This is an optimization exercise on Yosys and OpenROAD, whose aim is small area, a short achievable clock period and few clock cycles per item, not a production implementation.
RTL that was checked went through simulation tests only; none was proved equivalent to the original.

==> flow/design.v (excerpt) <==
module ysyx_23060136_EXU_DIV(
        input                 clk           ,
        input                 rst           ,
        input         [63:0]  dividend      ,
        input         [63:0]  divisor       ,
        input                 div_valid     ,
        input                 divw          ,
        input                 div_signed    ,
        output                div_ready     ,
        output                div_out_valid ,
        output        [63:0]  quotient      ,
        output        [63:0]  remainder
 );
    localparam [2:0] S_IDLE  = 3'd0,
                     S_PREP  = 3'd1,
                     S_ITER  = 3'd2,
                     S_CORR  = 3'd3,
                     S_REST  = 3'd4,
                     S_DONE  = 3'd5;
    wire        sa_in = div_signed & (divw ? dividend[31] : dividend[63]);
    wire        sb_in = div_signed & (divw ? divisor[31]  : divisor[63]);
    wire        qn_in = sa_in ^ sb_in;
    wire [64:0] a_ext = divw ? {{33{sa_in}}, dividend[31:0]} : {sa_in, dividend};
    wire [65:0] b_ext = divw ? {{34{sb_in}}, divisor[31:0]}  : {{2{sb_in}}, divisor};
    wire [6:0]  lza, lzb;
    ysyx_23060136_EXU_DIV_lzc u_lza (.x(a_ext[63:0] ^ {64{sa_in}}), .z(lza));
    ysyx_23060136_EXU_DIV_lzc u_lzb (.x(b_ext[63:0] ^ {64{sb_in}}), .z(lzb));
    wire [5:0]  lzbc  = lzb[5:0] | {6{lzb[6]}};
    wire        dz_in = lzb[6] & ~sb_in;                     
    wire [63:0] q_ones = divw ? (qn_in ? 64'hffffffff00000001 : 64'h00000000ffffffff)
                              : (qn_in ? 64'h0000000000000001 : 64'hffffffffffffffff);
    logic [2:0]  state;
    logic [65:0] R;          
    logic [65:0] D;          
    logic [63:0] Q;
    logic [6:0]  lza_r;
    logic [6:0]  lzb_r;      
    logic        dz;         
    logic        sa, qneg;
    logic        sub;        
    wire [65:0] y    = D ^ {66{sub}};
    wire        cin  = sub;
    wire [65:0] sum;
    ysyx_23060136_EXU_DIV_add u_add (.a(R), .b(y), .cin(cin), .s(sum));
    wire [65:0] cpre = {R[64:0] | y[64:0], cin};
    wire        zero = &(~(R ^ y ^ cpre));
  ...
Size in the first run: ~2,600 cells after synthesis, roughly 260 I/O pins, ~21,000 sq um of cells after synthesis.
Settings: LEC_CHECK=0, CAP_MARGIN=20, CORE_MARGIN=2, CORE_UTILIZATION=48, CTS_BUF_LIST=sky130_fd_sc_hd__clkbuf_4 sky130_fd_sc_hd__clkbuf_8, GPL_ROUTABILITY_DRIVEN=0, SETUP_SLACK_MARGIN=2.0, SLEW_MARGIN=20; clock period 6.5 ns.
standard.sh (not shown) runs the stock make flow with config.mk's settings and CLKGATE_MAP_FILE= SYNTH_SCRIPT=/design/flow/synth_recipe.tcl, a recipe that flattens the netlist after the stock synthesis.
==> flow/flow/run.sh <==
#!/bin/bash
# Standard layout, with plain buffers (sky130_fd_sc_hd__buf_1) on the ports
# instead of the delay buffers buffer_ports picks by default.
set -euo pipefail
export BUFFER_PORTS_ARGS="-buffer_cell sky130_fd_sc_hd__buf_1"
bash standard.sh > standard_flow.log 2>&1
The baseline produced a clean layout.
Testbench counts at the start, summed over its fixed seeds: cycles 10,303, items 960.
Then changed:
--- a/flow/config.mk
+++ b/flow/config.mk
@@ -10 +10 @@
-export CORE_UTILIZATION = 48
+export CORE_UTILIZATION = 40
After rerunning: The changed run completed without violations; area after synthesis does not change; hold slack is worse by 0.0058 ns; register-to-register slack got worse by 0.04 ns; non-clock buffer count shrinks by 3; final area is higher by about 0.8%.
Then changed:
--- a/flow/config.mk
+++ b/flow/config.mk
@@ -11,2 +10,0 @@
-export CTS_BUF_LIST = sky130_fd_sc_hd__clkbuf_4 sky130_fd_sc_hd__clkbuf_8
-export GPL_ROUTABILITY_DRIVEN = 0
@@ -14,0 +13 @@
+export TNS_END_PERCENT = 5
- setup slack is worse by 0.074 ns
- die area does not change
Then changed:
--- a/flow/config.mk
+++ b/flow/config.mk
@@ -11 +11,2 @@
-export SETUP_SLACK_MARGIN = 2.0
+export GPL_ROUTABILITY_DRIVEN = 0
+export SETUP_SLACK_MARGIN = 1.9
@@ -13 +13,0 @@
-export TNS_END_PERCENT = 5
After rerunning:
- The changed run passed the timing, design-rule and antenna checks
- critical path depth falls by 6
- wire length shrinks by 2.4%
- die area does not change
- worst hold slack stays flat
- utilization fell by 0.18 points
- first-iteration DRC count rose by 16%
- via count grows by 0.53%

* * *

Setup of red:
Another version of the RTL of ysyx_23060136_EXU_DIV (not shown whole).
Size in the first run: about 2,700 cells after synthesis, roughly 220 flip-flops, roughly 260 I/O pins.
clock: 6.5 ns
lec_check: 0
cap_margin: 20
core_margin: 2
core_utilization: 40
setup_slack_margin: 1.8
slew_margin: 20
Scripts as last shown in full above: flow/flow/run.sh
#### Input delta (blue over red)
# red
export LEC_CHECK = 0
export CAP_MARGIN = 20
export CORE_MARGIN = 2
export CORE_UTILIZATION = 40
export SETUP_SLACK_MARGIN = 1.8
export SLEW_MARGIN = 20
create_clock -name core_clock -period 6.5 [get_ports {clk}]
# blue
export LEC_CHECK = 0
export CAP_MARGIN = 20
export CORE_MARGIN = 2
export CORE_UTILIZATION = 40
export SETUP_SLACK_MARGIN = 2.0
export SLEW_MARGIN = 20
create_clock -name core_clock -period 6.5 [get_ports {clk}]
--- outcome ---
In the flow results for blue and red, the number of signal-net inverters in the final layout is smaller on blue.
Delta (blue minus red): design area now larger, filler cell count in the final layout now smaller.
Compared with red, blue improves detailed placer's ending HPWL.
Input changes introduced in green (baseline for comparison: blue):
# blue
export LEC_CHECK = 0
export CAP_MARGIN = 20
export CORE_MARGIN = 2
export CORE_UTILIZATION = 40
export SETUP_SLACK_MARGIN = 2.0
export SLEW_MARGIN = 20
create_clock -name core_clock -period 6.5 [get_ports {clk}]
# green
export LEC_CHECK = 0
export CAP_MARGIN = 20
export CORE_MARGIN = 2
export CORE_UTILIZATION = 60
export SETUP_SLACK_MARGIN = 2.0
export SLEW_MARGIN = 20
create_clock -name core_clock -period 6.5 [get_ports {clk}]
==> flow/run.sh (new file) <==
#!/bin/bash
# synth_recipe.tcl (not shown) runs the flow's synth.tcl, then flattens the netlist and writes it again
# the make line also repeats each setting of config.mk as NAME=value (left out here)
make -C /OpenROAD-flow-scripts/flow DESIGN_CONFIG=/design/flow/config.mk WORK_HOME=/design/flow/orfs CLKGATE_MAP_FILE= SYNTH_SCRIPT=/design/flow/synth_recipe.tcl finish
removed: flow/flow/run.sh
removed: flow/standard.sh
Findings:
Met2 track demand over resource in global routing: green vs blue up 18 points. Changes observed in green relative to blue: post-route core utilization now sits higher; global-route usage now sits higher; via count now sits higher; clock buffer count now sits lower. Each of the runs, namely green and blue, reached the end of the flow and came out clean. Going from blue to green, the register fraction of the total cell area was found to have gone down by 1.7 points. The sequential fraction of the synthesis area was comparable across green and blue.
Function was not checked in any run of this note: the RTL went through the layout flow alone.

* * *

ysyx_23060136_EXU_DIV again, from the RTL that the note above started with.
==> flow/config.mk <==
export PLATFORM = sky130hd
export DESIGN_NAME = ysyx_23060136_EXU_DIV
export DESIGN_NICKNAME = ysyx_23060136_EXU_DIV
export VERILOG_FILES = /design/flow/design.v
export SDC_FILE = /design/flow/constraint.sdc
export NUM_CORES = 4
export LEC_CHECK = 0
export CAP_MARGIN = 20
export CORE_MARGIN = 2
export CORE_UTILIZATION = 40
export SETUP_SLACK_MARGIN = 2.0
export SLEW_MARGIN = 20
==> flow/constraint.sdc <==
create_clock -name core_clock -period 6.5 [get_ports {clk}]
set_input_delay 1.3000 -clock core_clock [delete_from_list [all_inputs] [get_ports {clk}]]
set_output_delay 1.3000 -clock core_clock [all_outputs]
set_load 0.01 [all_outputs]
run.sh (not shown) runs the stock make flow with config.mk's settings and CLKGATE_MAP_FILE= SYNTH_SCRIPT=/design/flow/synth_recipe.tcl, a recipe that flattens the netlist after the stock synthesis.
Stock flow here: none of the scripts above is used.
Rerun with:
==> flow/flow/run.sh (new file) <==
#!/bin/bash
# Standard layout, with plain buffers (sky130_fd_sc_hd__buf_1) on the ports
# instead of the delay buffers buffer_ports picks by default.
set -euo pipefail
export BUFFER_PORTS_ARGS="-buffer_cell sky130_fd_sc_hd__buf_1"
bash standard.sh > standard_flow.log 2>&1
==> flow/standard.sh (new file) <==
#!/bin/bash
# synth_recipe.tcl (not shown) runs the flow's synth.tcl, then flattens the netlist and writes it again
# the make line also repeats each setting of config.mk as NAME=value (left out here)
make -C /OpenROAD-flow-scripts/flow DESIGN_CONFIG=/design/flow/config.mk WORK_HOME=/design/flow/orfs CLKGATE_MAP_FILE= SYNTH_SCRIPT=/design/flow/synth_recipe.tcl "${@:-finish}"
Settings changed: SETUP_SLACK_MARGIN 2.0 to 2.2.
removed: flow/run.sh
The new run went through all stages and came out clean.
Synthesized cell count does not change.
Worst setup slack is better by 0.058 ns.
Flip-flop and latch count stays the same.
Routed wire length is higher by 0.52%.
Design area drops by 7.0%.
Count of clock-buffer cells in the layout fell by 4.
Rerun with:
==> flow/run.sh (new file) <==
#!/bin/bash
# synth_recipe.tcl (not shown) runs the flow's synth.tcl, then flattens the netlist and writes it again
# the make line also repeats each setting of config.mk as NAME=value (left out here)
make -C /OpenROAD-flow-scripts/flow DESIGN_CONFIG=/design/flow/config.mk WORK_HOME=/design/flow/orfs CLKGATE_MAP_FILE= SYNTH_SCRIPT=/design/flow/synth_recipe.tcl finish
Settings changed: SETUP_SLACK_MARGIN 2.2 to 1.7.
removed: flow/flow/run.sh
removed: flow/standard.sh
Die area does not change.
Core utilization came out higher by 0.95 points.
First-iteration DRC count goes down by 18%.
Final area climbs by 2.0%.
Wire length is lower by 2.4%.
Function was not checked in any run of this note: the RTL went through the layout flow alone.

* * *

ysyx_23060136_EXU_DIV with an RTL version that a note above also has.
Size in the first run: ~2600 cells after synthesis, about 220 flip-flops, ~260 I/O pins, roughly 21000 µm² of cells after synthesis.
// ysyx_23060136_EXU_DIV
module ysyx_23060136_EXU_DIV(
        input                 clk           ,
        input                 rst           ,
        input         [63:0]  dividend      ,
        input         [63:0]  divisor       ,
        input                 div_valid     ,
        input                 divw          ,
        input                 div_signed    ,
        output                div_ready     ,
        output                div_out_valid ,
        output        [63:0]  quotient      ,
        output        [63:0]  remainder
 );
clock: 6.5 ns
lec_check: 0
cap_margin: 20
core_margin: 2
core_utilization: 40
gpl_routability_driven: 0
setup_slack_margin: 2.0
slew_margin: 20
standard.sh (not shown) runs the stock make flow with config.mk's settings and CLKGATE_MAP_FILE= SYNTH_SCRIPT=/design/flow/synth_recipe.tcl, a recipe that flattens the netlist after the stock synthesis.
==> flow/flow/run.sh <==
#!/bin/bash
# Standard layout, with plain buffers (sky130_fd_sc_hd__buf_1) on the ports
# instead of the delay buffers buffer_ports picks by default.
set -euo pipefail
export BUFFER_PORTS_ARGS="-buffer_cell sky130_fd_sc_hd__buf_1"
bash standard.sh > standard_flow.log 2>&1
Testbench counts at the start, summed over its fixed seeds: cycles 10,303, items 960.
Edit:
--- a/flow/config.mk
+++ b/flow/config.mk
@@ -11 +10,0 @@
-export GPL_ROUTABILITY_DRIVEN = 0
The new run completed without violations.
Critical path depth fell by 1.
Global-route usage rose by 0.56 points.
Synthesized cell count is unchanged.
Worst setup slack loses 17 ps.
Wire length rose by a few percent.

[static timing again, ports no longer ideal]
How much do the figures lean on ideal ports? The routed layouts below were timed once more, with nothing changed but the port constraints. Step 1: set_driving_cell puts a clkbuf_16 on clk and a buf_2 on each other input, an assumption about the parent block. Step 2 times the ports against the registers' clock, not the clock port: input delays grow and output delays shrink by t, the midpoint of the rising clock arrivals with the driver on. Slacks: no drivers / after step 1 / after step 2; pairs: no drivers / after step 1.
run | shift t [ns] | setup slack, ns | worst data-port slew with drivers (ns) | pins driven straight from the clock port
the first run of note 1 | 0.654 | 2.093 / 2.110 / 1.456 | 0.06 | 1
the second run of note 1 | 0.667 | 2.037 / 1.979 / 1.312 | 0.11 | 1
the third run of note 1 | 0.641 | 1.963 / 1.963 / 1.523 | 0.06 | 1
the fourth run of note 1 | 0.625 | 1.980 / 1.930 / 1.305 | 0.10 | 1
red | 0.633 | 1.915 / 1.915 / 1.374 | 0.07 | 1
blue | 0.631 | 2.026 / 2.026 / 1.563 | 0.07 | 1
green | 0.609 | 1.843 / 1.843 / 1.434 | 0.06 | 1
the first run of note 3 | 0.649 | 2.014 / 2.014 / 1.482 | 0.06 | 1
the second run of note 3 | 0.635 | 2.072 / 2.072 / 1.680 | 0.08 | 1
the third run of note 3 | 0.646 | 1.777 / 1.812 / 1.166 | 0.06 | 1
the first run of note 4 | 0.629 | 2.093 / 2.093 / 1.501 | 0.09 | 1
the second run of note 4 | 0.641 | 2.076 / 2.076 / 1.522 | 0.06 | 1
After both steps every run listed still meets setup and hold. For the second run of note 1, which loses most, drivers alone change the setup slack by -0.058 ns; drivers and shift together by -0.725 ns.
